From an optimization exercise on the open Yosys and OpenROAD flow, aimed at small area, a short achievable clock period and few clock cycles; shortcuts taken in it are not production practice.
Only simulation tests tie the RTL to the original design; equivalence was not proved.
No activity file was given, so power comes from the tool's default toggle rates.

<file path="design/flow/config.mk">
export PLATFORM = sky130hd
export DESIGN_NAME = rsm_cpu
export DESIGN_NICKNAME = rsm_cpu
export VERILOG_FILES = /design/flow/design.v
export SDC_FILE = /design/flow/constraint.sdc
export NUM_CORES = 4
export LEC_CHECK = 0
export CAP_MARGIN = 20
export CORE_MARGIN = 2
export CORE_UTILIZATION = 40
export CTS_CLUSTER_DIAMETER = 100
export CTS_CLUSTER_SIZE = 25
export SETUP_SLACK_MARGIN = 4
export SLEW_MARGIN = 20
export TNS_END_PERCENT = 1
</file>
<file path="design/flow/constraint.sdc">
create_clock -name core_clock -period 8.0 [get_ports {clk}]
set_input_delay 1.6000 -clock core_clock [delete_from_list [all_inputs] [get_ports {clk}]]
set_output_delay 1.6000 -clock core_clock [all_outputs]
set_load 0.01 [all_outputs]
</file>
<file path="design/flow/design.v">
module ea_add(base, imm5, ea);
  input  [8:0] base;
  input  [4:0] imm5;
  output [8:0] ea;
  wire [4:0] g = base[4:0] & imm5;
  wire [4:0] p = base[4:0] ^ imm5;
  wire c1 = g[0];
  wire c2 = g[1] | (p[1] & g[0]);
  wire g32 = g[3] | (p[3] & g[2]);
  wire p32 = p[3] & p[2];
  wire c3 = g[2] | (p[2] & c2);
  wire c4 = g32 | (p32 & c2);
  wire c5 = g[4] | (p[4] & g32) | (p[4] & p32 & c2);
  wire [4:0] lo = p ^ {c4, c3, c2, c1, 1'b0};
  wire [3:0] hi = base[8:5];
  wire s = imm5[4];
  wire [3:0] hi_c1 = s ? hi : hi + 4'd1;        
  wire [3:0] hi_c0 = s ? hi - 4'd1 : hi;        
  assign ea = {c5 ? hi_c1 : hi_c0, lo};
endmodule
module rsm_cpu(clk, reset, mem_rdata, mem_cmd, mem_addr, mem_wdata, halted);
  input clk, reset;
  input [15:0] mem_rdata;
  output [1:0] mem_cmd;
  output [8:0] mem_addr;
  output [15:0] mem_wdata;
  output halted;
  reg [15:0] R [0:7];       
  reg [8:0]  fpc;           
  reg        fv;            
  reg [8:0]  link;          
  reg        fN, fV, fZ;    
  reg        halt_q;
  reg        w_ld;          
  reg [2:0]  ld_rd;
  reg [15:0] A_q;           
  reg [15:0] B_q;           
  reg [2:0]  e_wd;          
  reg [1:0]  e_sh;
  reg [7:0]  e_imm8;
  reg        e_we;          
  reg        e_ldr, e_str, e_cmp;
  reg        s_imm, s_mov, s_add, s_and, s_mvn, s_link;   
  reg        wA, wB;        
  wire        e_go = !w_ld;                
  reg  [15:0] B;                           
  always @(*)
    case (e_sh)
      2'b00: B = B_q;
      2'b01: B = {B_q[14:0], 1'b0};
      2'b10: B = {1'b0, B_q[15:1]};
      default: B = {B_q[0], B_q[15:1]};
    endcase
  wire [15:0] sum = A_q + B;
  wire [15:0] dlo = {1'b0, A_q[14:0]} + {1'b0, ~B[14:0]} + 16'd1;
  wire ca15 = sum[15] ^ A_q[15] ^ B[15];
  wire cs15 = dlo[15];
  wire [15:0] res  = ({16{s_imm}}  & {{8{e_imm8[7]}}, e_imm8}) |
                     ({16{s_mov}}  & B) |
                     ({16{s_add}}  & sum) |
                     ({16{s_and}}  & (A_q & B)) |
                     ({16{s_mvn}}  & ~B) |
                     ({16{s_link}} & {7'b0, link});
  wire nN = A_q[15] ^ ~B[15] ^ cs15;
  wire nZ = (A_q == B);
  wire nV = (A_q[15] == B[15]) ? (ca15 != A_q[15]) : (cs15 != A_q[15]);
  wire [8:0] ea;
  ea_add u_ea(A_q[8:0], e_imm8[4:0], ea);
  wire e_mem = e_go & (e_ldr | e_str);
  assign mem_cmd   = halt_q ? 2'b00 : (e_go & e_str) ? 2'b01 : 2'b10;
  assign mem_addr  = e_mem ? ea : fpc;
  assign mem_wdata = B_q;
  assign halted    = halt_q;
  wire fetch = !halt_q & !e_mem;
  wire e_wr  = e_go & e_we;                
  wire [15:0] I = mem_rdata;
  wire [2:0]  opc = I[15:13];
  wire d_b    = (opc == 3'b001);
  wire d_bl   = (opc == 3'b010) &  I[12];    
  wire d_bx   = (opc == 3'b010) & ~I[12];
  wire d_halt = (opc == 3'b111);
  wire d_str  = (opc == 3'b100);
  wire d_ldr  = (opc == 3'b011);
  wire d_movi = (opc == 3'b110) &  I[12];
  wire d_movr = (opc == 3'b110) & ~I[12];
  wire d_alu  = (opc == 3'b101);            
  wire [2:0] rn = I[10:8];
  wire [2:0] rb = d_str ? I[7:5] : I[2:0];
  wire fA = e_wr & (e_wd == rn);
  wire fB = e_wr & (d_str ? (e_wd == I[7:5]) : (e_wd == I[2:0]));
  wire [15:0] Ain = ({16{w_ld}} & mem_rdata) | ({16{~w_ld & fA}} & res) |
                    ({16{~w_ld & ~fA}} & R[rn]);
  wire [15:0] Bin = ({16{w_ld}} & mem_rdata) | ({16{~w_ld & fB}} & res) |
                    ({16{~w_ld & ~fB}} & R[rb]);
  wire cmp_now = e_go & e_cmp;
  function cnd(input [2:0] c, input n, input v, input z);
    case (c)
      3'b000: cnd = 1'b1;
      3'b001: cnd = z;
      3'b010: cnd = ~z;
      3'b011: cnd = n ^ v;
      3'b100: cnd = (n ^ v) | z;
      default: cnd = 1'b0;
    endcase
  endfunction
  wire cond_old = cnd(I[10:8], fN, fV, fZ);
  wire cond_new = cnd(I[10:8], nN, nV, nZ);
  wire taken = (fv & (d_bl | d_bx)) |
               (fv & d_b & (cmp_now ? cond_new : cond_old));
  wire [8:0] boff = fpc + {I[7], I[7:0]};
  wire [8:0] target = d_bx ? link : boff;
  always @(posedge clk) begin
    if (reset) begin
      fpc <= 9'd0;
      fv <= 1'b0;
      halt_q <= 1'b0;
      w_ld <= 1'b0;
      e_we <= 1'b0; e_ldr <= 1'b0; e_str <= 1'b0; e_cmp <= 1'b0;
    end else begin
      if (taken) fpc <= target;
      else if (fetch) fpc <= fpc + 9'd1;
      fv <= fetch & ~taken;
      if (fv & d_bl) link <= fpc;
      if (fv & d_halt) halt_q <= 1'b1;
      w_ld <= e_go & e_ldr;
      if (e_go & e_ldr) ld_rd <= e_wd;
      if (fv) begin
        e_wd   <= (d_movi | d_bl) ? I[10:8] : I[7:5];
        e_sh   <= I[4:3];
        e_imm8 <= I[7:0];
        e_we   <= d_movi | d_movr | (d_alu & (I[12:11] != 2'b01)) | d_bl;
        e_ldr  <= d_ldr;
        e_str  <= d_str;
        e_cmp  <= d_alu & (I[12:11] == 2'b01);
        s_imm  <= d_movi;
        s_mov  <= d_movr;
        s_add  <= d_alu & (I[12:11] == 2'b00);
        s_and  <= d_alu & (I[12:11] == 2'b10);
        s_mvn  <= d_alu & (I[12:11] == 2'b11);
        s_link <= d_bl;
      end else if (e_go) begin
        e_we <= 1'b0; e_ldr <= 1'b0; e_str <= 1'b0; e_cmp <= 1'b0;
      end
      if (cmp_now) begin fN <= nN; fV <= nV; fZ <= nZ; end
    end
  end
  always @(posedge clk) begin
    if (fv | (w_ld & wA)) A_q <= Ain;
    if (fv | (w_ld & wB)) B_q <= Bin;
    if (fv) begin
      wA  <= e_go & e_ldr & (e_wd == rn);
      wB  <= e_go & e_ldr & (e_wd == rb);
    end
  end
  always @(posedge clk) begin
    if (w_ld) R[ld_rd] <= mem_rdata;
    else if (e_wr) R[e_wd] <= res;
  end
endmodule
</file>
<file path="design/flow/flow/run.sh">
#!/bin/bash
# The standard layout, with the input and output port buffers made from
# plain buffers (sky130_fd_sc_hd__buf_1) instead of the delay cells
# buffer_ports picks by default. Every port is still buffered.
set -euo pipefail
cd "$(dirname "$0")/.."
export BUFFER_PORTS_ARGS="-buffer_cell sky130_fd_sc_hd__buf_1"
bash standard.sh > standard_flow.log 2>&1
</file>
<file path="design/flow/standard.sh">
#!/bin/bash
# synth_recipe.tcl (not shown) runs the flow's synth.tcl, then flattens the netlist and writes it again
# the make line also repeats each setting of config.mk as NAME=value (left out here)
make -C /OpenROAD-flow-scripts/flow DESIGN_CONFIG=/design/flow/config.mk WORK_HOME=/design/flow/orfs CLKGATE_MAP_FILE= SYNTH_SCRIPT=/design/flow/synth_recipe.tcl "${@:-finish}"
</file>
==> summary.md, run 1 <==
| Metric | Value |
|---|---|
| Post-synth EDFFs | approximately 190 |
| Final hold vios | 0 |
| Cell Rows | 64 |
| Worst Path Arrival | 2.70 ns |
| Cells after synthesis | 1,153 |
| Post-Synth Simple-Gate Area | 0.146 |
| Filler cell count | around 2,800 |
| Synthesis-to-finish area growth | 9.49% |
| Hold depth | 2 |
| F_max | roughly 0.23 GHz |
| Origin of the critical flop-to-flop path | e_sh[0] |
| Static leakage | 4.97 nW |
| Status | timing/DRC/antenna clean |
| Antenna violations before repair | 1 |
| Hold Path Class | reg2reg |
| Clock share of power | 0.276 |
| Max cap viols | 0 |
| Least-Margin Pin Slew | between 1 and 1.5 ns |
| Vias in the first global route | between 9,000 and 10,000 |
| Relative slew slack | 0.248 |
| Final worst-path cycle share | 0.537 |
| Nets | between 1,000 and 1,500 |
| Via density | 5.94 |
| Ant. Diodes | 0 |
| Final core utilization | 0.445 |
| Largest net degree at the start of global routing | between 60 and 70 |
| Critical R2R Capture | fpc[2] |
| CTS Hold Bufs | 0 |
| Crit Path Max Fanout | 4 |
| R2r worst-path depth | 15 |
| WL/cell | around 22 um |
| Area share of fa/ha/maj cells after synthesis | 0.0537 |
| Largest cells by area after synthesis | edfxtp_1 47%, nand2_1 6.5%, mux4_2 5.8% |
| Internal Pwr Total | approximately 1.8 mW |
| Clock latency (worst-skew pair) | between 0.5 and 0.6 ns |
| Core area | roughly 30,000 um^2 |
| Share of the synthesized area in the top cell type | 0.468 |
| Synth cell types | 69 |
| Combinational Power Share | 0.211 |
| Synthesis-stage register bit count | 210 |
| Initial DRC count | 834 |
| Ys async rst share | 0 |
| Flop pwr share | 0.513 |
| Fin Setup TNS | 0 ns |
| Synth Area in Compound Gates | 0.127 |
| Final hold slack | roughly 0.47 ns |
| Max Slew Vio Count | 0 |
| Clock Skews | approximately 0.037 ns |
| Post-synthesis mux area share | 0.117 |
| H-tree levels | 1 |
| DP Wirelength | approximately 24,000 um |
| Via count | slightly above 9,000 |
| Clock transition at path regs | approximately 0.10 ns |
| Congestion Overflow GR | 0 |
| Remaining DRCs | 0 |
| DR pass1 iterations | 6 |
| Worst hold path startpoint | e_cmp |
| Worst Path Required | roughly 6.4 ns |
| I/O pin total | 46 |
| Setup crit end kind | output pin |
| Mapped Avg Cell Area | about 11 um^2 |
| DIE WIDTH | approximately 180 um |
| Clock Tree Root | clkbuf_16 |
| Xor/xnor share of the synthesized area | 0.0268 |
| NetSw | around 0.75 mW |
| Peak VDD IR | roughly 0.1 mV |
| Sw frac | 0.300 |
| Fraction of layout cells with a size suffix above 1 | 0.119 |
| Cell taking the most area after synthesis | edfxtp_1 |
| Clk buf depth | 3 |
| Syn nets | roughly 1,200 |
| Ys Warns | 1 |
| WS Path Type | reg2out |
| Setup WS pre-CTS | roughly 2.5 ns |
| Tot GR Track Use | 0.213 |
| Synth Cell Area | ~12,000 um^2 |
| RePlAce Congestion | ~0.89 |
| CP startpoint kind | register |
| CTS Sinks | between 200 and 250 |
| # setup viols final | 0 |
| Min Tclk post-route | roughly 4.3 ns |
| Cell Pwr Density | 185 nW/um^2 |
| Num CTS Buffers | 13 |
| Die ar. | 32,500 um^2 |
| Die height | between 150 and 200 um |
| Seq/Total Area, Yosys | 0.494 |
| Main combinational cell family by area after synthesis | simple AND/OR/NAND/NOR gates |
| Final Power | between 2 and 3 mW |
| Worst Hold End | e_cmp |
| Initial core utilization | 0.407 |
| Final setup margin | about 3.7 ns |
| R2r setup slk | between 3 and 4 ns |
| Post-Route WL | between 30,000 and 40,000 um |
| Port-buffer cells | 45 |
| Commonest register cell after synthesis | edfxtp_1 |
| Post-route ant nets | 0 |
| CTS tree | yes |
| First-pass GRT wire length | between 50,000 and 60,000 um |
| Unrepaired setup endpoints after global routing | yes |
state kept, by name (all words and copies together), names as in the netlist, 3 cells and up:
register	flops
A_q	16
B_q	16
R	128
e_imm8	7
e_wd	3
fpc	9
ld_rd	3
link	9
cells in the final DEF, fill, tap and decap left out, drive strengths merged, types with 7 or more instances in the layout:
cell	netlist	layout
dfxtp	16	16
nor2b	12	12
clkbuf	49	17
o21ai	42	42
nor3b	8	8
ha	47	47
a222oi	7	7
and3	22	22
a21o	9	9
a311oi	19	19
buf	22	71
mux2i	54	55
mux4	32	32
nor2	66	66
edfxtp	194	194
o221ai	31	31
a31oi	26	26
nand3	43	43
a21oi	63	63
xnor2	25	25
inv	40	41
mux2	17	17
nand2	216	216
nor3	12	12
xor2	13	13
cell usage after synthesis (5+ instances only):
cell type,n
a21o_1,9
clkbuf_1,49
xor2_1,13
mux2_2,17
and3_1,21
mux4_2,32
o21ai_0,38
nand2b_1,5
buf_1,12
ha_1,47
mux2i_1,54
o221ai_1,31
nand3_1,43
or3_1,5
a222oi_1,7
nor2b_1,12
inv_1,40
nand2_1,215
buf_2,8
dfxtp_1,16
xnor2_1,25
nor3b_1,7
nor3_1,12
a311oi_1,19
a31oi_1,25
a21oi_1,62
edfxtp_1,194
nor2_1,66
layout make-up:
type	count	area (um^2)	area share
sequential	210	6150	0.451
tap	396	495	0.0364
clock buffer	14	329	0.0242
multi-input combinational	831	6010	0.441
clock inverter	6	65.1	0.00478
inverter	42	158	0.0116
timing repair buffer	74	417	0.0306
kinds of logic (layout without fill, tap and decap cells):
kind of cell / after synthesis / in the layout
buffers and inverters: 113 / 136
xor gates and xnor gates: 38 / 38
adders and majority gates: 51 / 51
DFF: 210 / 210
AOI/OAI and AO/OA: 230 / 230
and+or+nand+nor: 408 / 408
muxes: 103 / 104
critical path: stages, from the launching register on:
cell      delay [ns]
edfxtp_1        0.43
ha_2            0.21
inv_2           0.05
fa_2            0.19
inv_2           0.04
a21o_1          0.15
a21o_1          0.21
a21oi_4         0.24
nor3b_2         0.09
a31oi_4         0.17
xor2_1          0.19
o21ai_1         0.08
buf_2           0.16
per-stage QoR:
step | std cells | instance area [um^2]
2_1_floorplan | 1153 | 12400
3_3_place_gp | 1538 | 13000
3_5_place_dp | 1538 | 13000
4_1_cts | 1570 | 13600
5_1_grt | 1573 | 13600
6_report | 1573 | 13600
routing by layer:
metal	wire (um)	global-route usage
met3	1800	0.0331
met5	0	0
met1	15200	0.279
met2	16700	0.357
met4	1230	0.0768
power by group through the flow:
stage / Combinational [mW] / Clock, mW / Sequential, mW
3_3_place_gp: 0.492 / 0 / 1.32
6_report: 0.530 / 0.694 / 1.29
2_1_floorplan: 0.373 / 0 / 1.30
4_1_cts: 0.522 / 0.710 / 1.29
5_1_grt: 0.585 / 0.748 / 1.30
3_5_place_dp: 0.502 / 0 / 1.32
timing repair:
| action | in CTS | in global routing |
|---|---|---|
| endpoints found under the hold margin | 0 | 0 |
| gates resized for setup | 21 | 7 |
| gates cloned | 1 | 0 |
| endpoints found under the setup margin | 136 | 111 |
| buffers inserted | 11 | 2 |
| pin swaps | 9 | 4 |
worst max-delay path by stage:
stage | start | slack [ns] | end | cells after the start
after floorplan | mem_rdata[14] | 3.97 | B_q[14] | 9
after global placement | mem_rdata[15] | 2.55 | B_q[14] | 7
after detailed placement | mem_rdata[15] | 2.47 | B_q[6] | 7
after CTS | A_q[0] | 3.72 | mem_addr[7] | 12
after global routing | A_q[0] | 3.59 | mem_addr[7] | 12
final | A_q[0] | 3.70 | mem_addr[7] | 12
Testbench counts, summed over its fixed seeds: cycles 76,740.
==> inputs of run 2 (changes only) <==
--- a/design/flow/config.mk
+++ b/design/flow/config.mk
@@ -9,7 +9,7 @@
 export CORE_MARGIN = 2
 export CORE_UTILIZATION = 40
 export CTS_CLUSTER_DIAMETER = 100
-export CTS_CLUSTER_SIZE = 25
+export CTS_CLUSTER_SIZE = 30
 export SETUP_SLACK_MARGIN = 4
 export SLEW_MARGIN = 20
 export TNS_END_PERCENT = 1
==> run 2 against run 1 <==
Still clean on timing, DRC and antenna. Global-route usage fell by 0.20 points. Register-to-register slack is essentially flat. Clock-buffer cell count shrank 2. Combinational power down 0.8%. Die area is the same. Clock skew fell by 0.012 ns. Sequential share of layout area rose by 0.35 points. Critical path type unchanged. Largest power group unchanged. Highest routed layer unchanged.
==> summary.md, run 2 <==
| Metric | Value |
|---|---|
| Static leakage | 4.93 nW |
| Num CTS Buffers | 11 |
| Largest cells by area after synthesis | edfxtp_1 47%, nand2_1 6.5%, mux4_2 5.8% |
| Largest Register | R |
| Hold Path Class | reg2reg |
| Cell taking the most area after synthesis | edfxtp_1 |
| DP Area | 13,000 um^2 |
| DP Wirelength | 23,600 um |
| Relative slew slack | 0.258 |
| Commonest register cell after synthesis | edfxtp_1 |
| Status | timing/DRC/antenna clean |
| Peak VDD IR | ~0.1 mV |
| F_max | between 0.2 and 0.25 GHz |
| R2r setup slk | 3.88 ns |
| Synthesis-stage register bit count | 210 |
| Most numerous cell in the Yosys netlist | nand2_1 |
| Final hold vios | 0 |
| Most frequent cells in the layout | 214 x nand2_1, 194 x edfxtp_1, 59 x a21oi_1, 58 x nor2_1, 52 x mux2i_1 |
| Mapped Avg Cell Area | 10.8 um^2 |
| First-pass GRT wire length | between 50,000 and 60,000 um |
| Combinational Power Share | 0.216 |
| H-tree levels | 1 |
| Syn nets | about 1,200 |
| Post-Route WL | around 35,000 um |
| Critical path launch point | A_q[0] |
| Clock Skews | between 0.02 and 0.025 ns |
| Max cap viols | 0 |
| Nets | around 1,200 |
| NetSw | between 0.7 and 0.8 mW |
| Filler cell count | approximately 2,800 |
| Crit Path Max Fanout | 5 |
| WL/cell | approximately 22 um |
| DR pass1 iterations | 8 |
| Max reg flops | 128 |
| Critical R2R Capture | fpc[8] |
| Clock transition at path regs | roughly 0.12 ns |
| Ant. Diodes | 0 |
| Max Slew Vio Count | 0 |
| DIE WIDTH | 180 um |
| Ys Warns | 1 |
| Cells after synthesis | 1,153 |
| Unrepaired setup endpoints after global routing | yes |
| R2r worst-path depth | 15 |
| Vias in the first global route | between 9,000 and 10,000 |
| Post-synth EDFFs | 194 |
| Share of the synthesized area in the top cell type | 0.468 |
| Internal Pwr Total | about 1.7 mW |
| Synthesis-to-finish area growth | 8.65% |
| WS Path Type | reg2out |
| Final Power | between 2 and 2.5 mW |
| Fraction of layout cells with a size suffix above 1 | 0.115 |
| Fin Setup TNS | 0 ns |
| Largest net degree at the start of global routing | 66 |
| CTS tree | yes |
| CTS Hold Bufs | 0 |
| Tot GR Track Use | 0.211 |
| Synth cell types | 69 |
| Top cells by count, synth | 215 x nand2_1, 194 x edfxtp_1, 66 x nor2_1 |
| Flop pwr share | 0.530 |
| Setup crit end kind | output pin |
| Clock share of power | 0.254 |
| Commonest non-fill, non-tap cell in the layout | nand2_1 |
| Via count | approximately 9,300 |
| # setup viols final | 0 |
| Congestion Overflow GR | 0 |
| Initial core utilization | 0.407 |
| Least-Margin Pin Slew | 1.11 ns |
| Cell Pwr Density | approximately 180 nW/um^2 |
| Synth Cell Area | ~12,000 um^2 |
| Final worst-path cycle share | 0.532 |
| Remaining DRCs | 0 |
| Clk buf depth | 3 |
| Final core utilization | 0.442 |
| Initial DRC count | slightly below 1,000 |
| Worst Path Required | about 6.4 ns |
| Die ar. | 32,500 um^2 |
| Ys async rst share | 0 |
| Seq/Total Area, Yosys | 0.494 |
| Core area | ~31,000 um^2 |
| Biggest regs | R: 128 flops, A_q: 16 flops, B_q: 16 flops |
| Post-route ant nets | 0 |
| Via density | just under 6 |
| Clock latency (worst-skew pair) | between 0.4 and 0.5 ns |
| Die height | ~180 um |
| Sw frac | 0.297 |
| RePlAce Congestion | slightly below 0.9 |
| I/O pin total | 46 |
| Cell Rows | 64 |
| CTS Sinks | 210 |
| Worst Path Arrival | roughly 2.7 ns |
| Clock Tree Root | clkbuf_16 |
| Port-buffer cells | 45 |
| Antenna violations before repair | 1 |
| Post-route cell area | ~14,000 um^2 |
| Min Tclk post-route | roughly 4.3 ns |
| CP startpoint kind | register |
| Setup crit end | mem_addr[8] |
| Origin of the critical flop-to-flop path | e_sh[0] |
==> run 2: cell counts after synthesis <==
Identical to the previous run, type by type.
==> run 2: worst min path at each step <==
stage / startpoint / to / cells past startpoint
floorplan: e_cmp / e_cmp / 2
global placement: e_cmp / e_cmp / 2
detailed placement: e_cmp / e_cmp / 2
CTS: e_cmp / e_cmp / 2
global route: e_cmp / e_cmp / 2
finish: e_cmp / e_cmp / 2
==> run 2: cell type report <==
type	instances	area, um^2	area share
Clock inverter	3	32.5	0.00241
Multi-Input combinational cell	831	6000	0.444
Clock buffer	12	279	0.0206
Tap cell	396	495	0.0367
Timing Repair Buffer	73	405	0.0300
Inverter	42	158	0.0117
Sequential cell	210	6150	0.455
==> run 2: worst max-delay path, cell delays in order, from the launching register on <==
cell      delay (ns)
edfxtp_1        0.43
ha_2            0.21
inv_2           0.05
fa_2            0.19
inv_2           0.04
a21o_1          0.15
a21o_1          0.20
a21oi_4         0.23
nor2_1          0.07
a21oi_1         0.14
xor2_1          0.20
o21ai_0         0.11
buf_1           0.16
==> run 2: per-layer routing <==
| layer | GRT usage | part of all wire |
|---|---|---|
| met1 | 0.281 | 0.43 |
| met2 | 0.354 | 0.48 |
| met3 | 0.0273 | 0.056 |
| met4 | 0.0742 | 0.036 |
| met5 | 0 | 0 |
==> run 2: cell families (layout without fill, tap and decap cells) <==
kind of cell	after synthesis	count (layout)	share of synthesized area
AO/OA/AOI/OAI	230	230	0.127
flip-flops	210	210	0.494
buffers and inverters	113	130	0.0358
AND/OR/NAND/NOR	408	408	0.146
multiplexers	103	104	0.117
XOR/XNOR	38	38	0.0268
adder cells (fa/ha/maj)	51	51	0.0537
==> run 2: timing repair <==
action | CTS | global route
setup endpoints to repair | 138 | 117
gates resized for setup | 15 | 12
gates cloned | 1 | 0
pin swaps | 8 | 4
setup buffers | 9 | 3
==> run 2: stage by stage <==
step	worst slack (ns)	hold WS, ns	instances
final	3.74	0.478	1567
after global routing	3.63	0.513	1567
after CTS	3.73	0.476	1563
after detailed placement	2.47	0.459	1538
after global placement	2.55	0.452	1538
after floorplan	3.97	0.444	1153
==> run 2: power by group through the flow <==
| stage | registers [mW] | clock network [mW] | logic [mW] |
|---|---|---|---|
| 6_report | 1.29 | 0.618 | 0.526 |
| 5_1_grt | 1.30 | 0.667 | 0.582 |
| 4_1_cts | 1.29 | 0.635 | 0.518 |
| 3_5_place_dp | 1.32 | 0 | 0.502 |
| 3_3_place_gp | 1.32 | 0 | 0.492 |
| 2_1_floorplan | 1.30 | 0 | 0.373 |
==> inputs of run 3 (changes only) <==
--- a/design/flow/config.mk
+++ b/design/flow/config.mk
@@ -5,6 +5,7 @@
 export SDC_FILE = /design/flow/constraint.sdc
 export NUM_CORES = 4
 export LEC_CHECK = 0
+export ABC_AREA = 1
 export CAP_MARGIN = 20
 export CORE_MARGIN = 2
 export CORE_UTILIZATION = 40
==> run 3 against run 2 <==
Sequential share of layout area down 0.41 points. Synthesized area up 1.2%. Synthesized cell count is 27% higher. Non-clock buffer count increased by 9. Sequential power hardly changed. Power rose by 1.8%. Sequential cell count did not move. Worst hold slack better by 0.020 ns. Cell count grew 20%. Cell area increased by 0.92%. Worst setup slack lost 0.0068 ns. Combinational power grew 9.1%.
==> summary.md, run 3 <==
| Metric | Value |
|---|---|
| Remaining DRCs | 0 |
| Ys Warns | 1 |
| Initial core utilization | 0.409 |
| Fraction of layout cells with a size suffix above 1 | 0.0826 |
| Clock latency (worst-skew pair) | 0.48 ns |
| Seq/Total Area, Yosys | 0.488 |
| Largest Register | R |
| CTS tree | yes |
| Vias in the first global route | ~10,000 |
| DP Wirelength | 27,500 um |
| Via density | about 5.8 |
| Routed wl met3 | 2900 um |
| Final Power | between 2 and 2.5 mW |
| Clk buf depth | 3 |
| Final worst-path cycle share | 0.533 |
| Relative slew slack | 0.263 |
| Num CTS Buffers | 11 |
| WS Path Type | reg2out |
| Clock Tree Root | clkbuf_16 |
| CTS Hold Bufs | 0 |
| Largest cells by area after synthesis | edfxtp_1 46%, nand2_1 10%, nand3_1 5.1% |
| Biggest regs | R: 128 flops, A_q: 16 flops, B_q: 16 flops |
| Filler cell count | between 3,000 and 4,000 |
| Max reg flops | about 130 |
| Largest net degree at the start of global routing | 65 |
| CTS Sinks | between 200 and 250 |
| DP Area | 13,100 um^2 |
| Ant. Diodes | 0 |
| Worst hold path startpoint | e_ldr |
| Unrepaired setup endpoints after global routing | yes |
| Synth cell types | 60 |
| Synthesis-stage register bit count | 210 |
| Worst Hold End | e_ldr |
| Final setup margin | around 3.7 ns |
| Synth Cell Area | approximately 13,000 um^2 |
| Min Tclk post-route | around 4.3 ns |
| First-pass GRT wire length | 60,700 um |
| # setup viols final | 0 |
| Least-Margin Pin Slew | ~1.1 ns |
| Hold Path Class | reg2reg |
| Static leakage | approximately 5.3 nW |
| Max Slew Vio Count | 0 |
| CP Cell Sequence | ha_2 -> inv_2 -> fa_2 -> nor2_2 -> a211oi_2 -> nor2_1 -> nor2_1 -> inv_2 -> nor2_4 -> nand3_2 -> o21ai_2 -> xor2_1 -> nand2_1 -> nand2_1 -> buf_2 |
| DIE WIDTH | between 150 and 200 um |
| CP max stage delay | around 0.42 ns |
| Most frequent cells in the layout | 347 x nand2_1, 194 x edfxtp_1, 130 x inv_1, 128 x nand3_1 |
| Post-Route WL | 39,800 um |
| Mapped Avg Cell Area | ~8.6 um^2 |
| Setup crit end kind | output pin |
| Max cap viols | 0 |
| Worst Path Arrival | about 2.7 ns |
| Final core utilization | 0.444 |
| Synthesis-to-finish area growth | 8.39% |
| F_max | about 0.23 GHz |
| WL/cell | 21.1 um |
| Critical R2R Capture | R[2][10] |
| Status | timing/DRC/antenna clean |
| Slowest CP cell | edfxtp_1 |
| Peak VDD IR | 0.112 mV |
| Tot GR Track Use | 0.240 |
| I/O pin total | 46 |
| Fin Setup TNS | 0 ns |
| Syn nets | 1,528 |
| Cell Pwr Density | around 180 nW/um^2 |
| Port-buffer cells | 45 |
| Cell taking the most area after synthesis | edfxtp_1 |
| Worst Path Required | between 6 and 7 ns |
| H-tree levels | 1 |
| R2r worst-path depth | 18 |
| Ys async rst share | 0 |
| Commonest non-fill, non-tap cell in the layout | nand2_1 |
| Cell Rows | 64 |
| Die ar. | about 33,000 um^2 |
| Met1 Wirelength | approximately 17,000 um |
| Post-route cell area | between 10,000 and 15,000 um^2 |
| CP startpoint kind | register |
| Most numerous cell in the Yosys netlist | nand2_1 |
| Post-route ant nets | 0 |
| DR pass1 iterations | 6 |
| Share of the synthesized area in the top cell type | 0.463 |
| Clock Skews | between 0.015 and 0.02 ns |
| Core area | 30,700 um^2 |
| Nets | roughly 1,600 |
| Crit Path Max Fanout | 4 |
| Top cells by count, synth | 349 x nand2_1, 194 x edfxtp_1, 136 x inv_1 |
| Commonest register cell after synthesis | edfxtp_1 |
| Setup WS pre-CTS | approximately 3.1 ns |
| Final hold vios | 0 |
| Via count | 10,929 |
| Cells after synthesis | 1,459 |
| Top sig layer | met4 |
| Die height | about 180 um |
| Initial DRC count | approximately 1,200 |
| Antenna violations before repair | 0 |
| Origin of the critical flop-to-flop path | e_sh[0] |
| Met2 WL | roughly 19,000 um |
| Hold depth | 2 |
| R2r setup slk | ~3.8 ns |
| Congestion Overflow GR | 0 |
| RePlAce Congestion | around 0.9 |
| Clock transition at path regs | around 0.11 ns |
| Post-synth EDFFs | 194 |
[run 3: cell types whose count changed after synthesis, sizes merged, moves of 32 or more]
| cell | before | now |
|---|---|---|
| mux4 | 32 | 0 |
| inv | 40 | 142 |
| mux2i | 54 | 0 |
| o22ai | 0 | 65 |
| nand2 | 216 | 370 |
| nand3 | 43 | 133 |
| o21ai | 42 | 100 |
[run 3: per-stage QoR]
step | hold slack (ns) | cells
CTS | 0.501 | 1882
global placement | 0.467 | 1855
global route | 0.521 | 1886
floorplan | 0.453 | 1459
finish | 0.498 | 1886
detailed placement | 0.478 | 1855
[run 3: routing by layer]
layer / up-vias / global-route usage
met2: 497 / 0.398
met5: - / 0
met1: 5235 / 0.331
met3: 75 / 0.0236
li1: 5122 / -
met4: 0 / 0.0761
[run 3: critical path, delay by kind of cell (launching register included)]
family | cells | cell delay, ns
AOI/OAI and AO/OA | 2 | 0.28
buffers and inverters | 3 | 0.25
DFF | 1 | 0.42
and+or+nand+nor | 7 | 0.65
adders and majority gates | 2 | 0.40
xor gates and xnor gates | 1 | 0.19
[run 3: power by group]
| group | switching (mW) | internal, mW |
|---|---|---|
| Clock | 0.348 | 0.264 |
| Sequential | 0.0460 | 1.25 |
| Combinational | 0.388 | 0.186 |
| Total | 0.781 | 1.70 |
[run 3: cell families (layout without fill, tap and decap cells)]
kind of cell,Yosys count,count (layout),share of synthesized area
AOI/OAI and AO/OA,305,305,0.147
xor gates and xnor gates,23,23,0.0160
adders and majority gates,51,51,0.0531
buffers and inverters,213,244,0.0665
DFF,210,210,0.488
muxes,1,1,0.000895
and+or+nand+nor,656,656,0.228
[run 3: worst max-delay path by stage]
stage / startpoint / to / slack, ns / depth (start not counted)
finish: e_imm8[0] / mem_addr[8] / 3.74 / 15
global route: e_imm8[0] / mem_addr[8] / 3.54 / 15
CTS: A_q[0] / mem_addr[8] / 3.73 / 15
detailed placement: mem_rdata[15] / B_q[5] / 3.09 / 14
global placement: mem_rdata[15] / B_q[5] / 3.17 / 14
floorplan: reset / link[0] / 4.07 / 4
[run 3: final cells by class]
type	count	area [um^2]	area share
sequential	210	6150	0.451
multi-input combinational	1036	5660	0.415
inverter	146	553	0.0406
tap	396	495	0.0363
timing repair buffer	82	464	0.0340
clock buffer	13	283	0.0207
clock inverter	3	35.0	0.00257
[run 3: repair_timing]
item                       in CTS  in global routing
gates resized for setup        10                 13
pin swaps                       2                  9
setup endpoints to repair     118                138
buffers inserted               11                  4
==> inputs of run 4 (changes only) <==
--- a/design/flow/config.mk
+++ b/design/flow/config.mk
@@ -5,7 +5,6 @@
 export SDC_FILE = /design/flow/constraint.sdc
 export NUM_CORES = 4
 export LEC_CHECK = 0
-export ABC_AREA = 1
 export CAP_MARGIN = 20
 export CORE_MARGIN = 2
 export CORE_UTILIZATION = 40
@@ -13,4 +12,5 @@
 export CTS_CLUSTER_SIZE = 30
 export SETUP_SLACK_MARGIN = 4
 export SLEW_MARGIN = 20
+export SYNTH_HIERARCHICAL = 1
 export TNS_END_PERCENT = 1
==> run 4 against run 3 <==
Still clean. Non-clock buffer count is 2 lower. Sequential power hardly changed. Worst setup slack worse by 0.042 ns. Global-route usage is 2.5 points lower. Synthesized cell count is 20% lower. Core utilization is 0.60 points lower. Sequential share of layout area is 0.32 points lower. Die area is 0.60% higher. Cell area is 0.71% higher. Clock power is 5.9% higher. Combinational power is 4.4% lower. Critical path depth is 6 lower. Critical path type unchanged. Critical endpoint is now mem_addr[6]. Largest power group unchanged. Highest routed layer unchanged.
==> summary.md, run 4 <==
| Metric | Value |
|---|---|
| Synthesis-stage register bit count | 210 |
| Synth Cell Area | 12,700 um^2 |
| Via count | 9,560 |
| Min Tclk post-route | about 4.3 ns |
| DP Wirelength | ~25,000 um |
| CTS tree | yes |
| Most frequent cells in the layout | 210 x nand2_1, 194 x edfxtp_1, 61 x a21oi_1, 55 x nor2_1, 53 x mux2i_1 |
| Num CTS Buffers | 11 |
| Die ar. | 33,100 um^2 |
| RePlAce Congestion | around 0.9 |
| Peak VDD IR | around 0.11 mV |
| Post-Route WL | 35,700 um |
| Commonest non-fill, non-tap cell in the layout | nand2_1 |
| Cells after synthesis | roughly 1,200 |
| Clock Skews | approximately 0.024 ns |
| Static leakage | roughly 5.0 nW |
| DR pass1 iterations | 5 |
| Worst Path Required | between 6 and 7 ns |
| Nets | roughly 1,300 |
| Clock Tree Root | clkbuf_16 |
| Initial core utilization | 0.403 |
| Unrepaired setup endpoints after global routing | yes |
| Largest cells by area after synthesis | edfxtp_1 46%, nand2_1 6.2%, mux4_2 5.7% |
| Commonest register cell after synthesis | edfxtp_1 |
| Core area | between 30,000 and 40,000 um^2 |
| Synthesis-to-finish area growth | 8.50% |
| Most numerous cell in the Yosys netlist | nand2_1 |
| Least-Margin Pin Slew | slightly below 1 ns |
| WL/cell | about 22 um |
| Hold Path Class | reg2reg |
| Ys async rst share | 0 |
| Remaining DRCs | 0 |
| Congestion Overflow GR | 0 |
| Multi-input combinational cell area | between 6000 and 7000 um^2 |
| Fin Setup TNS | 0 ns |
| Initial DRC count | between 1,000 and 1,500 |
| Final hold vios | 0 |
| Max cap viols | 0 |
| Largest net degree at the start of global routing | 66 |
| First-pass GRT wire length | between 50,000 and 60,000 um |
| Final non-filler cell total | approximately 1,600 |
| Post-synth EDFFs | approximately 190 |
| Port-buffer cells | between 40 and 50 |
| Clk buf depth | 3 |
| Clock latency (worst-skew pair) | 0.49 ns |
| DP Area | 13,300 um^2 |
| WS Path Type | reg2out |
| Tot GR Track Use | 0.215 |
| Ant. Diodes | 0 |
| Cell Pwr Density | between 150 and 200 nW/um^2 |
| F_max | 0.232 GHz |
| Cell Rows | 65 |
| Mapped Avg Cell Area | ~11 um^2 |
| Post-route cell area | approximately 14,000 um^2 |
| Antenna violations before repair | 0 |
| Post-route ant nets | 0 |
| Share of the synthesized area in the top cell type | 0.460 |
| H-tree levels | 1 |
| Vias in the first global route | 9,096 |
| CP startpoint kind | register |
| Seq/Total Area, Yosys | 0.486 |
| CTS Hold Bufs | 0 |
| Status | timing/DRC/antenna clean |
| Placed instance count | 1,573 |
| Filler cell count | roughly 3,000 |
| Fraction of layout cells with a size suffix above 1 | 0.110 |
| Cell taking the most area after synthesis | edfxtp_1 |
| CTS Sinks | 210 |
| Clock transition at path regs | 0.12 ns |
| Final hold slack | about 0.50 ns |
| Top cells by count, synth | 210 x nand2_1, 194 x edfxtp_1, 62 x a21oi_1 |
| Largest Register | R |
| Max Slew Vio Count | 0 |
| Worst Path Arrival | between 2 and 3 ns |
| Syn nets | ~1,200 |
| Setup crit end kind | output pin |
| Max reg flops | approximately 130 |
| # setup viols final | 0 |
| Biggest regs | R: 128 flops, A_q: 16 flops, B_q: 16 flops |
| Ys Warns | 7 |
| Crit Path Max Fanout | 5 |
| Synth cell types | 76 |
| I/O pin total | 46 |
| DIE WIDTH | ~180 um |
| Via density | between 5 and 6 |
| Final worst-path cycle share | 0.538 |
| Die height | 182 um |
| Register area | 6150 um^2 |
| Relative slew slack | 0.342 |
| Final core utilization | 0.438 |
==> run 4: worst max-delay path, stage by stage, from the launching register on <==
cell,delay [ns]
edfxtp_1,0.42
ha_2,0.21
fa_2,0.38
a211oi_2,0.25
o21bai_2,0.08
buf_6,0.14
mux2_4,0.29
mux2i_2,0.18
mux2_4,0.18
buf_6,0.09
==> run 4: layout make-up <==
type                            count  area share
Timing Repair Buffer               80      0.0331
Multi-Input combinational cell    850       0.447
Clock inverter                      4     0.00455
Tap cell                          402      0.0366
Sequential cell                   210       0.447
Inverter                           41      0.0112
Clock buffer                       11      0.0200
==> run 4: per-layer routing <==
metal  vias up  routed length (um)  share of wire  GRT usage
met2       328               17000           0.48      0.357
met5         -                   0              0          0
met3        37                1890          0.053     0.0185
met1      4731               16200           0.45      0.310
li1       4464                   -              -          -
met4         0                 637          0.018     0.0439
==> run 4: final timing paths <==
| path | depth (start not counted) | endpoint | startpoint | slack, ns |
|---|---|---|---|---|
| min reg2reg | 2 | e_ldr | e_ldr | 0.50 |
| min | 2 | e_ldr | e_ldr | 0.50 |
| max reg2reg | 13 | R[6][13] | e_sh[0] | 3.87 |
| max | 9 | mem_addr[6] | e_imm8[0] | 3.70 |
==> run 4: per-module statistics from Yosys, one instance, submodules excluded <==
module | cell area, um^2 | cells inside | flip-flops and latches
ea_add | 315 | 35 | 0
rsm_cpu | 12300 | 1135 | 210
==> run 4: what timing repair did <==
item	CTS	global route
gates resized for setup	14	9
endpoints found under the setup margin	114	127
pin swaps	4	4
cloned	0	0
buffers inserted	7	2
==> run 4: power by group <==
| group | total [mW] | internal, mW | switching, mW |
|---|---|---|---|
| clock network | 0.648 | 0.293 | 0.355 |
| registers | 1.29 | 1.25 | 0.0476 |
| logic | 0.549 | 0.212 | 0.337 |
| total | 2.49 | 1.75 | 0.740 |
==> run 4: cell families after synthesis <==
kind of cell	share of synthesized area
muxes	0.118
DFF	0.486
and+or+nand+nor	0.146
AOI/OAI and AO/OA	0.138
buffers and inverters	0.0351
xor gates and xnor gates	0.0242
adders and majority gates	0.0528
==> run 4: stage by stage <==
stage | setup WS [ns] | power (mW)
2_1_floorplan | 4.17 | 1.68
3_3_place_gp | 2.79 | 1.84
3_5_place_dp | 2.72 | 1.85
4_1_cts | 3.64 | 2.49
5_1_grt | 3.59 | 2.60
6_report | 3.70 | 2.49
==> inputs of run 5 (changes only) <==
--- a/design/flow/config.mk
+++ b/design/flow/config.mk
@@ -7,10 +7,9 @@
 export LEC_CHECK = 0
 export CAP_MARGIN = 20
 export CORE_MARGIN = 2
-export CORE_UTILIZATION = 40
+export CORE_UTILIZATION = 50
 export CTS_CLUSTER_DIAMETER = 100
 export CTS_CLUSTER_SIZE = 30
 export SETUP_SLACK_MARGIN = 4
 export SLEW_MARGIN = 20
-export SYNTH_HIERARCHICAL = 1
 export TNS_END_PERCENT = 1
==> run 5 against run 4 <==
Worst setup slack better by 0.0029 ns. Via count decreased by 3.0%. Sequential power hardly changed. Clock skew increased by 0.011 ns. Register-to-register slack worse by 0.11 ns. Cell count is 6.0% lower. Sequential share of layout area rose by 0.78 points. Critical path depth is 3 higher. Critical endpoint is now mem_addr[7].
==> summary.md, run 5 <==
| Metric | Value |
|---|---|
| Initial DRC count | about 850 |
| WL/cell | around 23 um |
| Sw frac | 0.298 |
| Max Slew Vio Count | 0 |
| Num CTS Buffers | 11 |
| Relative slew slack | 0.299 |
| Die height | roughly 160 um |
| Remaining DRCs | 0 |
| H-tree levels | 1 |
| Synth cell types | a little under 70 |
| Crit path buf inv count | 3 |
| WS Path Type | reg2out |
| F_max | approximately 0.23 GHz |
| NetSw | just over 0.7 mW |
| Synth Cell Area | about 12,000 um^2 |
| Largest cells by area after synthesis | edfxtp_1 47%, nand2_1 6.5%, mux4_2 5.8% |
| Core area | around 24,000 um^2 |
| Hold depth | 2 |
| DR pass1 iterations | 5 |
| Peak VDD IR | ~0.17 mV |
| Unrepaired setup endpoints after global routing | yes |
| Synthesis-to-finish area growth | 8.52% |
| Filler cell count | around 2,100 |
| Fraction of layout cells with a size suffix above 1 | 0.121 |
| R2r worst-path depth | 15 |
| Least-Margin Pin Slew | between 1 and 1.5 ns |
| Final worst-path cycle share | 0.538 |
| Worst Hold End | e_cmp |
| Static leakage | 4.97 nW |
| Status | timing/DRC/antenna clean |
| Final hold vios | 0 |
| Clock share of power | 0.251 |
| Register area | between 6000 and 7000 um^2 |
| Via density | around 6.2 |
| Antenna violations before repair | 0 |
| CP max stage delay | between 0.4 and 0.5 ns |
| Clock latency (worst-skew pair) | 0.49 ns |
| Clock transition at path regs | 0.12 ns |
| Nets | 1,244 |
| Cell Rows | 57 |
| Ant. Diodes | 0 |
| Post-Route WL | between 30,000 and 40,000 um |
| Max reg flops | approximately 130 |
| CTS tree | yes |
| CP Cell Sequence | ha_2 -> inv_2 -> fa_2 -> inv_2 -> a21o_1 -> a21o_1 -> a21oi_4 -> nor3b_1 -> a31oi_1 -> xor2_1 -> o21ai_1 -> buf_2 |
| Largest Register | R |
| CP startpoint kind | register |
| Crit Path Max Fanout | 5 |
| Vias in the first global route | about 9,000 |
| Syn nets | 1,222 |
| First-pass GRT wire length | 52,100 um |
| Largest net degree at the start of global routing | 65 |
| Slowest CP cell | edfxtp_1 |
| Origin of the critical flop-to-flop path | e_sh[0] |
| Worst Path Required | between 6 and 7 ns |
| Fin Setup TNS | 0 ns |
| CTS Hold Bufs | 0 |
| Largest delay contributor family on the critical path | compound AO/OA/AOI/OAI gates |
| Clock Skews | 0.0346 ns |
| R2r setup slk | 3.76 ns |
| Cell Pwr Density | about 180 nW/um^2 |
| Port-buffer cells | 45 |
| Seq/Total Area, Yosys | 0.494 |
| Post-synth EDFFs | just under 200 |
| Min Tclk post-route | around 4.3 ns |
| Setup crit end kind | output pin |
| Synthesis-stage register bit count | 210 |
| Combinational Power Share | 0.220 |
| Ys Warns | 1 |
| CTS Sinks | 210 |
| Critical R2R Capture | fpc[5] |
| Cell taking the most area after synthesis | edfxtp_1 |
| DIE WIDTH | ~160 um |
| Cells after synthesis | 1,153 |
| Top cells by count, synth | 215 x nand2_1, 194 x edfxtp_1, 66 x nor2_1 |
| Final hold slack | about 0.5 ns |
| Congestion Overflow GR | 0 |
| Clk buf depth | 3 |
| Internal Pwr Total | approximately 1.7 mW |
| Ys async rst share | 0 |
| I/O pin total | 46 |
| Flop pwr share | 0.529 |
| Initial core utilization | 0.510 |
| Worst hold path startpoint | e_cmp |
| # setup viols final | 0 |
| Mapped Avg Cell Area | 10.8 um^2 |
| Biggest regs | R: 128 flops, A_q: 16 flops, B_q: 16 flops |
| RePlAce Congestion | 0.847 |
| Commonest register cell after synthesis | edfxtp_1 |
| Worst Path Arrival | about 2.7 ns |
| DP Wirelength | 23,300 um |
| Hold Path Class | reg2reg |
| Tot GR Track Use | 0.263 |
| Clock Tree Root | clkbuf_16 |
| Commonest non-fill, non-tap cell in the layout | nand2_1 |
| Via count | about 9,300 |
| Die ar. | between 20,000 and 30,000 um^2 |
| Most numerous cell in the Yosys netlist | nand2_1 |
| Share of the synthesized area in the top cell type | 0.468 |
| Multi-input combinational cell area | roughly 6000 um^2 |
| Post-route ant nets | 0 |
| Most frequent cells in the layout | 215 x nand2_1, 194 x edfxtp_1, 58 x nor2_1, 56 x a21oi_1, 52 x mux2i_1 |
| Max cap viols | 0 |
==> run 5: cell count changes after synthesis, moves of 5 or more <==
cell and change:
nand2_1 +5, nand3_1 +14, a211oi_1 -9, buf_2 -8
nor2_1 +11, o221ai_1 +13, a31oi_1 +6, clkbuf_1 +7
o21ai_0 -15, o211ai_1 -8, nand2b_1 -12, and3_1 -8
==> run 5: power by group through the flow <==
| stage | clock [mW] | combinational (mW) | sequential [mW] |
|---|---|---|---|
| 3_5_place_dp | 0 | 0.505 | 1.32 |
| 3_3_place_gp | 0 | 0.498 | 1.32 |
| 5_1_grt | 0.662 | 0.591 | 1.29 |
| 6_report | 0.612 | 0.537 | 1.29 |
| 2_1_floorplan | 0 | 0.373 | 1.30 |
| 4_1_cts | 0.623 | 0.518 | 1.29 |
==> run 5: worst max-delay path by stage <==
| stage | startpoint | to | slack (ns) | depth (start not counted) |
|---|---|---|---|---|
| 6_report | A_q[0] | mem_addr[7] | 3.70 | 12 |
| 2_1_floorplan | mem_rdata[14] | B_q[14] | 3.97 | 9 |
| 4_1_cts | A_q[0] | mem_addr[8] | 3.65 | 12 |
| 5_1_grt | A_q[0] | mem_addr[7] | 3.52 | 12 |
| 3_5_place_dp | mem_rdata[15] | B_q[8] | 2.39 | 7 |
| 3_3_place_gp | mem_rdata[15] | B_q[13] | 2.51 | 7 |
==> run 5: area by class of cell <==
cell class	instances	share of cell area
Clock inverter	4	0.00269
Sequential cell	210	0.455
Timing Repair Buffer	78	0.0328
Inverter	42	0.0117
Clock buffer	12	0.0207
Multi-Input combinational cell	832	0.447
Tap cell	324	0.0300
==> run 5: what timing repair did <==
item	in CTS	in global routing
cloned	1	1
resized for setup	14	16
setup buffers	9	2
pin swaps	7	2
setup endpoints to repair	146	115
==> run 5: worst reg2reg max path, stage by stage, from the launching register on <==
cell	delay [ns]
edfxtp_1	0.40
buf_4	0.27
mux2i_1	0.22
nor2_1	0.06
a21oi_1	0.30
inv_1	0.08
ha_1	0.34
or3_1	0.41
nor3_1	0.31
and3_2	0.29
mux2_2	0.36
o21ai_4	0.25
a21o_2	0.24
o311ai_4	0.13
buf_12	0.20
mux2_2	0.27
==> run 5: cell families after synthesis <==
kind of cell               synth area share
AOI/OAI and AO/OA                     0.127
xor gates and xnor gates             0.0268
adders and majority gates            0.0537
buffers and inverters                0.0358
DFF                                   0.494
muxes                                 0.117
and+or+nand+nor                       0.146
==> run 5: per-layer routing <==
layer	track usage	share of wire	wire length (um)	vias to the layer above
met5	0	0	0	-
met4	0.0688	0.021	728	0
met3	0.0299	0.053	1820	57
met2	0.448	0.49	17000	241
met1	0.361	0.43	15000	4621
li1	-	-	-	4351
==> run 5: stage by stage <==
stage	power, mW	instance area (um^2)	util	cells	setup WS (ns)
2_1_floorplan	1.67	12400	-	1153	3.97
3_3_place_gp	1.81	12900	0.531	1472	2.51
3_5_place_dp	1.82	13000	0.531	1473	2.39
4_1_cts	2.43	13400	0.549	1499	3.65
5_1_grt	2.55	13500	0.553	1502	3.52
6_report	2.44	13500	0.553	1502	3.70
==> inputs of run 6 (changes only) <==
--- a/design/flow/config.mk
+++ b/design/flow/config.mk
@@ -7,9 +7,9 @@
 export LEC_CHECK = 0
 export CAP_MARGIN = 20
 export CORE_MARGIN = 2
-export CORE_UTILIZATION = 50
+export CORE_UTILIZATION = 40
 export CTS_CLUSTER_DIAMETER = 100
 export CTS_CLUSTER_SIZE = 30
-export SETUP_SLACK_MARGIN = 4
+export SETUP_SLACK_MARGIN = 4.1
 export SLEW_MARGIN = 20
 export TNS_END_PERCENT = 1
==> run 6 against run 5 <==
Still clean. Highest routed layer unchanged. Register-to-register slack better by 0.12 ns. Via count is 0.68% higher. Maximum frequency is 1.1% higher. Global-route usage fell by 5.2 points. Synthesized area stayed put.
==> summary.md, run 6 <==
| Metric | Value |
|---|---|
| Origin of the critical flop-to-flop path | e_sh[0] |
| Post-route ant nets | 0 |
| WL/cell | around 22 um |
| Synth Cell Area | about 12,000 um^2 |
| Synth cell types | a little under 70 |
| Max reg flops | approximately 130 |
| WS Path Type | reg2out |
| Least-Margin Pin Slew | around 1.1 ns |
| Worst Hold End | e_cmp |
| Hold depth | 2 |
| Cell Rows | 64 |
| # setup viols final | 0 |
| Die height | between 150 and 200 um |
| NetSw | a little over 0.7 mW |
| DR pass1 iterations | 8 |
| Fraction of layout cells with a size suffix above 1 | 0.115 |
| DP Area | between 10,000 and 15,000 um^2 |
| Clock transition at path regs | 0.12 ns |
| CTS Hold Bufs | 0 |
| DIE WIDTH | 180 um |
| Filler cell count | about 2,800 |
| Biggest regs | R: 128 flops, A_q: 16 flops, B_q: 16 flops |
| Final hold slack | roughly 0.48 ns |
| Hold Path Class | reg2reg |
| Synthesis-stage register bit count | 210 |
| Unrepaired setup endpoints after global routing | yes |
| First-pass GRT wire length | 53,900 um |
| Nets | approximately 1,200 |
| Min Tclk post-route | roughly 4.3 ns |
| Die ar. | ~33,000 um^2 |
| Post-synth EDFFs | between 150 and 200 |
| Peak VDD IR | between 0.1 and 0.15 mV |
| Syn nets | roughly 1,200 |
| Tot GR Track Use | 0.211 |
| Ys async rst share | 0 |
| Post-route cell area | between 10,000 and 15,000 um^2 |
| Ys Warns | 1 |
| Initial core utilization | 0.407 |
| F_max | approximately 0.23 GHz |
| Port-buffer cells | between 40 and 50 |
| Ant. Diodes | 0 |
| I/O pin total | 46 |
| Relative slew slack | 0.258 |
| Critical R2R Capture | fpc[8] |
| Via count | about 9,300 |
| DP Wirelength | 23,600 um |
| Status | timing/DRC/antenna clean |
| Remaining DRCs | 0 |
| Cell taking the most area after synthesis | edfxtp_1 |
| CP startpoint kind | register |
| CTS tree | yes |
| Share of the synthesized area in the top cell type | 0.468 |
| Worst Path Arrival | between 2 and 3 ns |
| Commonest non-fill, non-tap cell in the layout | nand2_1 |
| Worst Path Required | about 6.4 ns |
| Final core utilization | 0.442 |
| H-tree levels | 1 |
| Most frequent cells in the layout | 214 x nand2_1, 194 x edfxtp_1, 59 x a21oi_1, 58 x nor2_1, 52 x mux2i_1 |
| Fin Setup TNS | 0 ns |
| Post-Route WL | between 30,000 and 40,000 um |
| CTS Sinks | 210 |
| Largest Register | R |
| RePlAce Congestion | ~0.9 |
| Crit Path Max Fanout | 5 |
| Final worst-path cycle share | 0.532 |
| R2r setup slk | roughly 3.9 ns |
| Setup crit end kind | output pin |
| Largest net degree at the start of global routing | 66 |
| Slowest CP cell | edfxtp_1 |
| Seq/Total Area, Yosys | 0.494 |
| Congestion Overflow GR | 0 |
| Combinational Power Share | 0.216 |
| Num CTS Buffers | 11 |
| Final hold vios | 0 |
| Largest cells by area after synthesis | edfxtp_1 47%, nand2_1 6.5%, mux4_2 5.8% |
| Largest delay contributor family on the critical path | compound AO/OA/AOI/OAI gates |
| Max Slew Vio Count | 0 |
| Via density | approximately 6.0 |
| Max cap viols | 0 |
| Mapped Avg Cell Area | approximately 11 um^2 |
| Antenna violations before repair | 1 |
| Clk buf depth | 3 |
| Commonest register cell after synthesis | edfxtp_1 |
| Clock Skews | 0.0249 ns |
| Flop pwr share | 0.530 |
| Cells after synthesis | ~1,200 |
| Clock Tree Root | clkbuf_16 |
| R2r worst-path depth | 15 |
| Clock share of power | 0.254 |
| Vias in the first global route | around 9,000 |
| Internal Pwr Total | 1.71 mW |
| Static leakage | 4.93 nW |
| Top cells by count, synth | 215 x nand2_1, 194 x edfxtp_1, 66 x nor2_1 |
| Clock latency (worst-skew pair) | 0.49 ns |
| Synthesis-to-finish area growth | 8.65% |
| Most numerous cell in the Yosys netlist | nand2_1 |
| Sw frac | 0.297 |
| Worst hold path startpoint | e_cmp |
| CP Cell Sequence | ha_2 -> inv_2 -> fa_2 -> inv_2 -> a21o_1 -> a21o_1 -> a21oi_4 -> nor2_1 -> a21oi_1 -> xor2_1 -> o21ai_0 -> buf_1 |
| Initial DRC count | ~1,000 |
| CP max stage delay | between 0.4 and 0.5 ns |
| Cell Pwr Density | between 150 and 200 nW/um^2 |
| Core area | approximately 30,000 um^2 |
| Crit path buf inv count | 3 |
-- run 6: cell types whose count changed in the layout (fill, tap and decap cells not counted), moves of 2 or more --
cell,delta
buf_4,-5
nor2_2,-4
nor2_4,+4
a21oi_1,+3
a21oi_2,-3
o21ai_0,-3
o21ai_1,+2
o21ai_2,+2
-- run 6: cells by family (layout without fill, tap and decap cells) --
family / count (synthesis) / count (layout) / share of synthesized area
simple gates: 408 / 408 / 0.146
xor+xnor: 38 / 38 / 0.0268
flops: 210 / 210 / 0.494
buf+inv: 113 / 130 / 0.0358
fa+ha+maj: 51 / 51 / 0.0537
mux: 103 / 104 / 0.117
compound gates: 230 / 230 / 0.127
-- run 6: worst min-delay path: cells and delay by family, from the launching register on --
family | cells | cell delay (ns)
and+or+nand+nor | 1 | 0.06
DFF | 1 | 0.33
AOI/OAI and AO/OA | 1 | 0.05
-- run 6: how the worst max path moves through the flow --
| stage | from | endpoint | slack, ns | cells past startpoint |
|---|---|---|---|---|
| after detailed placement | mem_rdata[15] | B_q[6] | 2.47 | 7 |
| after global routing | A_q[0] | mem_addr[8] | 3.63 | 12 |
| final | A_q[0] | mem_addr[8] | 3.74 | 12 |
| after global placement | mem_rdata[15] | B_q[14] | 2.55 | 7 |
| after CTS | A_q[0] | mem_addr[7] | 3.73 | 12 |
| after floorplan | mem_rdata[14] | B_q[14] | 3.97 | 9 |
-- run 6: power by group through the flow --
stage	clock [mW]	sequential [mW]	combinational, mW
finish	0.618	1.29	0.526
detailed placement	0	1.32	0.502
CTS	0.635	1.29	0.518
global route	0.667	1.30	0.582
global placement	0	1.32	0.492
floorplan	0	1.30	0.373
-- run 6: cell type report --
class,instances,area (um^2),area share
repair buffers,73,405,0.0300
multi-input cells,831,6000,0.444
clock inverters,3,32.5,0.00241
flip-flops and latches,210,6150,0.455
inverters,42,158,0.0117
clock buffers,12,279,0.0206
well taps,396,495,0.0367
-- run 6: metal layers --
layer | track usage | routed length (um) | vias to the layer above
met5 | 0 | 0 | -
met3 | 0.0273 | 1930 | 68
met1 | 0.281 | 14700 | 4625
met4 | 0.0742 | 1240 | 0
met2 | 0.354 | 16600 | 302
li1 | - | - | 4338
-- run 6: through the flow --
| step | setup WS, ns | cells | total power [mW] |
|---|---|---|---|
| final | 3.74 | 1567 | 2.43 |
| after global routing | 3.63 | 1567 | 2.54 |
| after detailed placement | 2.47 | 1538 | 1.82 |
| after floorplan | 3.97 | 1153 | 1.67 |
| after CTS | 3.73 | 1563 | 2.44 |
| after global placement | 2.55 | 1538 | 1.81 |
-- run 6: timing repair --
item                                    CTS  global route
pin swaps                                 8             4
resized for setup                        15            12
endpoints found under the setup margin  148           143
setup buffers                             9             3
gates cloned                              1             0
==> inputs of run 7 (changes only) <==
--- a/design/flow/design.v
+++ b/design/flow/design.v
@@ -88,10 +88,19 @@
   wire [2:0] rb = d_str ? I[7:5] : I[2:0];
   wire fA = e_wr & (e_wd == rn);
   wire fB = e_wr & (d_str ? (e_wd == I[7:5]) : (e_wd == I[2:0]));
+  function [15:0] rd8(input [2:0] n, input [127:0] r);
+    integer k;
+    begin
+      rd8 = 16'd0;
+      for (k = 0; k < 8; k = k + 1)
+        rd8 = rd8 | (r[16*k +: 16] & {16{n == k}});
+    end
+  endfunction
+  wire [127:0] Rall = {R[7], R[6], R[5], R[4], R[3], R[2], R[1], R[0]};
   wire [15:0] Ain = ({16{w_ld}} & mem_rdata) | ({16{~w_ld & fA}} & res) |
-                    ({16{~w_ld & ~fA}} & R[rn]);
+                    ({16{~w_ld & ~fA}} & rd8(rn, Rall));
   wire [15:0] Bin = ({16{w_ld}} & mem_rdata) | ({16{~w_ld & fB}} & res) |
-                    ({16{~w_ld & ~fB}} & R[rb]);
+                    ({16{~w_ld & ~fB}} & rd8(rb, Rall));
   wire cmp_now = e_go & e_cmp;
   function cnd(input [2:0] c, input n, input v, input z);
     case (c)
--- a/design/flow/config.mk
+++ b/design/flow/config.mk
@@ -10,6 +10,7 @@
 export CORE_UTILIZATION = 40
 export CTS_CLUSTER_DIAMETER = 100
 export CTS_CLUSTER_SIZE = 30
-export SETUP_SLACK_MARGIN = 4.1
+export SETUP_SLACK_MARGIN = 4
 export SLEW_MARGIN = 20
+export SYNTH_HIERARCHICAL = 1
 export TNS_END_PERCENT = 1
==> run 7 against run 6 <==
Clock skew increased by 0.013 ns. Register-to-register slack worse by 0.02 ns. Cell count decreased by 0.57%. Critical path type unchanged. Critical path depth down 4. Sequential power about the same. Sequential cell count stayed put. Largest power group unchanged. Non-clock buffer count is 3 higher. Critical endpoint is now mem_addr[6]. Largest cell class unchanged. Clock power rose by 21%. Clock-buffer cell count grew 1. Core utilization is 0.41 points higher. Worst setup slack worse by 0.019 ns.
==> summary.md, run 7 <==
| Metric | Value |
|---|---|
| Status | timing/DRC/antenna clean |
| Top cells by count, synth | 194 x edfxtp_1, 109 x nand2_1, 91 x a21oi_1 |
| Unrepaired setup endpoints after global routing | yes |
| Cell Pwr Density | about 190 nW/um^2 |
| Fraction of layout cells with a size suffix above 1 | 0.116 |
| Clk buf depth | 3 |
| WL/cell | approximately 25 um |
| Clock Tree Root | clkbuf_16 |
| Synth Cell Area | between 10,000 and 15,000 um^2 |
| Cell Rows | 64 |
| Tot GR Track Use | 0.229 |
| Commonest register cell after synthesis | edfxtp_1 |
| DP Wirelength | ~27,000 um |
| Final hold vios | 0 |
| Ys Warns | 7 |
| Commonest non-fill, non-tap cell in the layout | edfxtp_1 |
| CTS tree | yes |
| F_max | approximately 0.23 GHz |
| Max reg flops | 128 |
| Nets | between 1,000 and 1,500 |
| Setup crit end kind | output pin |
| Ys async rst share | 0 |
| Peak VDD IR | between 0.1 and 0.15 mV |
| CTS Sinks | 210 |
| Post-Route WL | between 30,000 and 40,000 um |
| Mapped Avg Cell Area | between 10 and 15 um^2 |
| Core area | 30,700 um^2 |
| Via count | 9,658 |
| Cells after synthesis | between 1,000 and 1,500 |
| Die ar. | roughly 33,000 um^2 |
| Fin Setup TNS | 0 ns |
| RePlAce Congestion | slightly above 0.9 |
| Clock transition at path regs | between 0.1 and 0.15 ns |
| Hold depth | 2 |
| Remaining DRCs | 0 |
| Share of the synthesized area in the top cell type | 0.467 |
| First-pass GRT wire length | 57,400 um |
| DIE WIDTH | 181 um |
| Initial core utilization | 0.407 |
| Worst Path Arrival | approximately 2.7 ns |
| Max Slew Vio Count | 0 |
| Synth cell types | 75 |
| Clock Skews | 0.0377 ns |
| CP startpoint kind | register |
| Syn nets | ~1,200 |
| Synthesis-stage register bit count | 210 |
| CTS Hold Bufs | 0 |
| Relative slew slack | 0.344 |
| Static leakage | roughly 4.9 nW |
| Die height | between 150 and 200 um |
| Final Power | around 2.6 mW |
| Post-synth EDFFs | a little under 200 |
| Least-Margin Pin Slew | between 0.9 and 1 ns |
| Initial DRC count | 1,161 |
| Critical R2R Capture | R[7][14] |
| Cell taking the most area after synthesis | edfxtp_1 |
| Clock latency (worst-skew pair) | around 0.51 ns |
| Largest cells by area after synthesis | edfxtp_1 47%, mux2i_1 4.9%, ha_1 4.7% |
| # setup viols final | 0 |
| Worst Hold End | e_ldr |
| Synthesis-to-finish area growth | 9.61% |
| Antenna violations before repair | 0 |
| Final worst-path cycle share | 0.534 |
| Hold Path Class | reg2reg |
| Worst Path Required | about 6.4 ns |
| Num CTS Buffers | 12 |
| WS Path Type | reg2out |
| Post-route ant nets | 0 |
| Most numerous cell in the Yosys netlist | edfxtp_1 |
| Congestion Overflow GR | 0 |
| Crit Path Max Fanout | 5 |
| Largest Register | R |
| Most frequent cells in the layout | 194 x edfxtp_1, 108 x nand2_1, 90 x a21oi_1, 85 x nor2_1, 59 x mux2i_1 |
| Ant. Diodes | 0 |
| DR pass1 iterations | 6 |
| R2r worst-path depth | 14 |
| I/O pin total | 46 |
| Max cap viols | 0 |
| Seq/Total Area, Yosys | 0.493 |
| Vias in the first global route | just over 9,000 |
| Biggest regs | R: 128 flops, A_q: 16 flops, B_q: 16 flops |
| Worst hold path startpoint | e_ldr |
| Origin of the critical flop-to-flop path | e_imm8[4] |
| H-tree levels | 1 |
| R2r setup slk | between 3 and 4 ns |
| Port-buffer cells | 45 |
| Largest net degree at the start of global routing | 53 |
| Min Tclk post-route | between 4 and 5 ns |
| Via density | slightly above 6 |
-- run 7: cell types whose count changed after synthesis, sizes merged, moves of 13 or more --
| cell | delta |
|---|---|
| nor2 | +21 |
| nand3 | -27 |
| nand2 | -107 |
| o221ai | -15 |
| mux4 | -19 |
| a31oi | -13 |
| a221oi | +22 |
| a311oi | -14 |
| a21oi | +28 |
| and3 | -14 |
| mux2 | +17 |
| a22oi | +35 |
-- run 7: per-module statistics from Yosys, one instance, submodules excluded --
| module | copies in the design | flip-flops and latches | cell area (um^2) |
|---|---|---|---|
| ea_add | 1 | 0 | 315 |
| rsm_cpu | 1 | 210 | 12200 |
-- run 7: cells by family (layout without fill, tap and decap cells) --
family	Yosys count	after routing	share of synthesized area
adder cells (fa/ha/maj)	51	51	0.0536
buffers and inverters	108	137	0.0343
AND/OR/NAND/NOR	297	297	0.111
multiplexers	109	109	0.105
flip-flops	210	210	0.493
AO/OA/AOI/OAI	318	318	0.175
XOR/XNOR	40	40	0.0281
-- run 7: worst max-delay path by stage --
stage / from / end / slack, ns / depth (start not counted)
after floorplan: mem_rdata[14] / B_q[5] / 4.01 / 11
after global routing: e_imm8[0] / mem_addr[6] / 3.63 / 8
after global placement: mem_rdata[15] / B_q[11] / 2.59 / 9
after detailed placement: mem_rdata[15] / B_q[11] / 2.40 / 9
final: e_imm8[0] / mem_addr[6] / 3.72 / 8
after CTS: e_imm8[4] / R[3][12] / 3.74 / 14
-- run 7: repair_timing --
item / 4_1_cts / 5_1_grt
endpoints found under the setup margin: 108 / 136
gates resized for setup: 26 / 10
cloned: 0 / 0
setup buffers: 4 / 2
pin swaps: 5 / 3
-- run 7: where the power goes --
| group | switching [mW] | total (mW) | internal (mW) |
|---|---|---|---|
| Combinational | 0.345 | 0.564 | 0.219 |
| Clock | 0.399 | 0.745 | 0.346 |
| Sequential | 0.0513 | 1.30 | 1.25 |
| Total | 0.795 | 2.61 | 1.81 |
-- run 7: per-stage QoR --
| stage | util | setup slack [ns] | std cells | hold WS, ns | cell area, um^2 |
|---|---|---|---|---|---|
| 2_1_floorplan | - | 4.01 | 1133 | 0.477 | 12500 |
| 3_3_place_gp | 0.426 | 2.59 | 1533 | 0.492 | 13100 |
| 3_5_place_dp | 0.426 | 2.40 | 1533 | 0.501 | 13100 |
| 4_1_cts | 0.444 | 3.74 | 1556 | 0.530 | 13600 |
| 5_1_grt | 0.446 | 3.63 | 1558 | 0.554 | 13700 |
| 6_report | 0.446 | 3.72 | 1558 | 0.533 | 13700 |
-- run 7: final cells by class --
| cell class | count | area, um^2 |
|---|---|---|
| Multi-Input combinational cell | 815 | 6030 |
| Inverter | 42 | 158 |
| Tap cell | 396 | 495 |
| Sequential cell | 210 | 6150 |
| Clock inverter | 6 | 97.6 |
| Fill cell | 2808 | 17000 |
| Timing Repair Buffer | 76 | 427 |
| Clock buffer | 13 | 325 |
-- run 7: routing by layer --
layer,GRT usage,vias to the layer above,wire [um]
li1,-,4387,-
met1,0.319,4811,16800
met2,0.377,405,18100
met3,0.0307,55,2460
met4,0.0590,0,906
met5,0,-,0
-- run 7: worst max-delay path, stage by stage (launching register included) --
cell      delay [ns]
edfxtp_1        0.42
ha_2            0.20
fa_2            0.38
a211oi_4        0.31
o21bai_4        0.15
mux2_4          0.31
mux2i_1         0.13
mux2_4          0.16
buf_6           0.09
Testbench counts of run 7, summed over its fixed seeds: cycles 76,740.

-- port drivers added, routing unchanged --
The flow's constraints put no driver on any port. The routed layouts listed below were extracted and timed again, unchanged, in two steps. Step 1 sets driving cells, clkbuf_16 on the clock port and buf_2 on the other inputs (assumed; they add their load-dependent delay and slew). Step 2, shift: input delay + t, output delay - t, t = (earliest + latest rising clock arrival at the registers) / 2. This alone moves slack from input paths to output paths. Three values: ideal ports, drivers, drivers and shift; two values: the first two.
| run | t (ns) | slack for setup (ns) | worst setup path after step 2 | worst register clock-pin slew, ns |
|---|---|---|---|---|
| run 1 | 0.540 | 3.704 / 3.652 / 3.244 | input to register | 0.10 / 0.10 |
| run 2 | 0.528 | 3.744 / 3.694 / 3.290 | input to register | 0.12 / 0.12 |
| run 3 | 0.518 | 3.737 / 3.686 / 3.455 | input to register | 0.11 / 0.11 |
| run 4 | 0.527 | 3.695 / 3.647 / 3.319 | input to register | 0.12 / 0.12 |
| run 5 | 0.518 | 3.698 / 3.650 / 3.305 | input to register | 0.12 / 0.12 |
| run 6 | 0.528 | 3.744 / 3.694 / 3.290 | input to register | 0.12 / 0.12 |
| run 7 | 0.539 | 3.725 / 3.675 / 3.309 | input to register | 0.11 / 0.11 |
After both steps setup and hold are still met in every run listed. For run 1, which loses most, drivers alone change the setup slack by -0.052 ns; drivers and shift together by -0.460 ns.
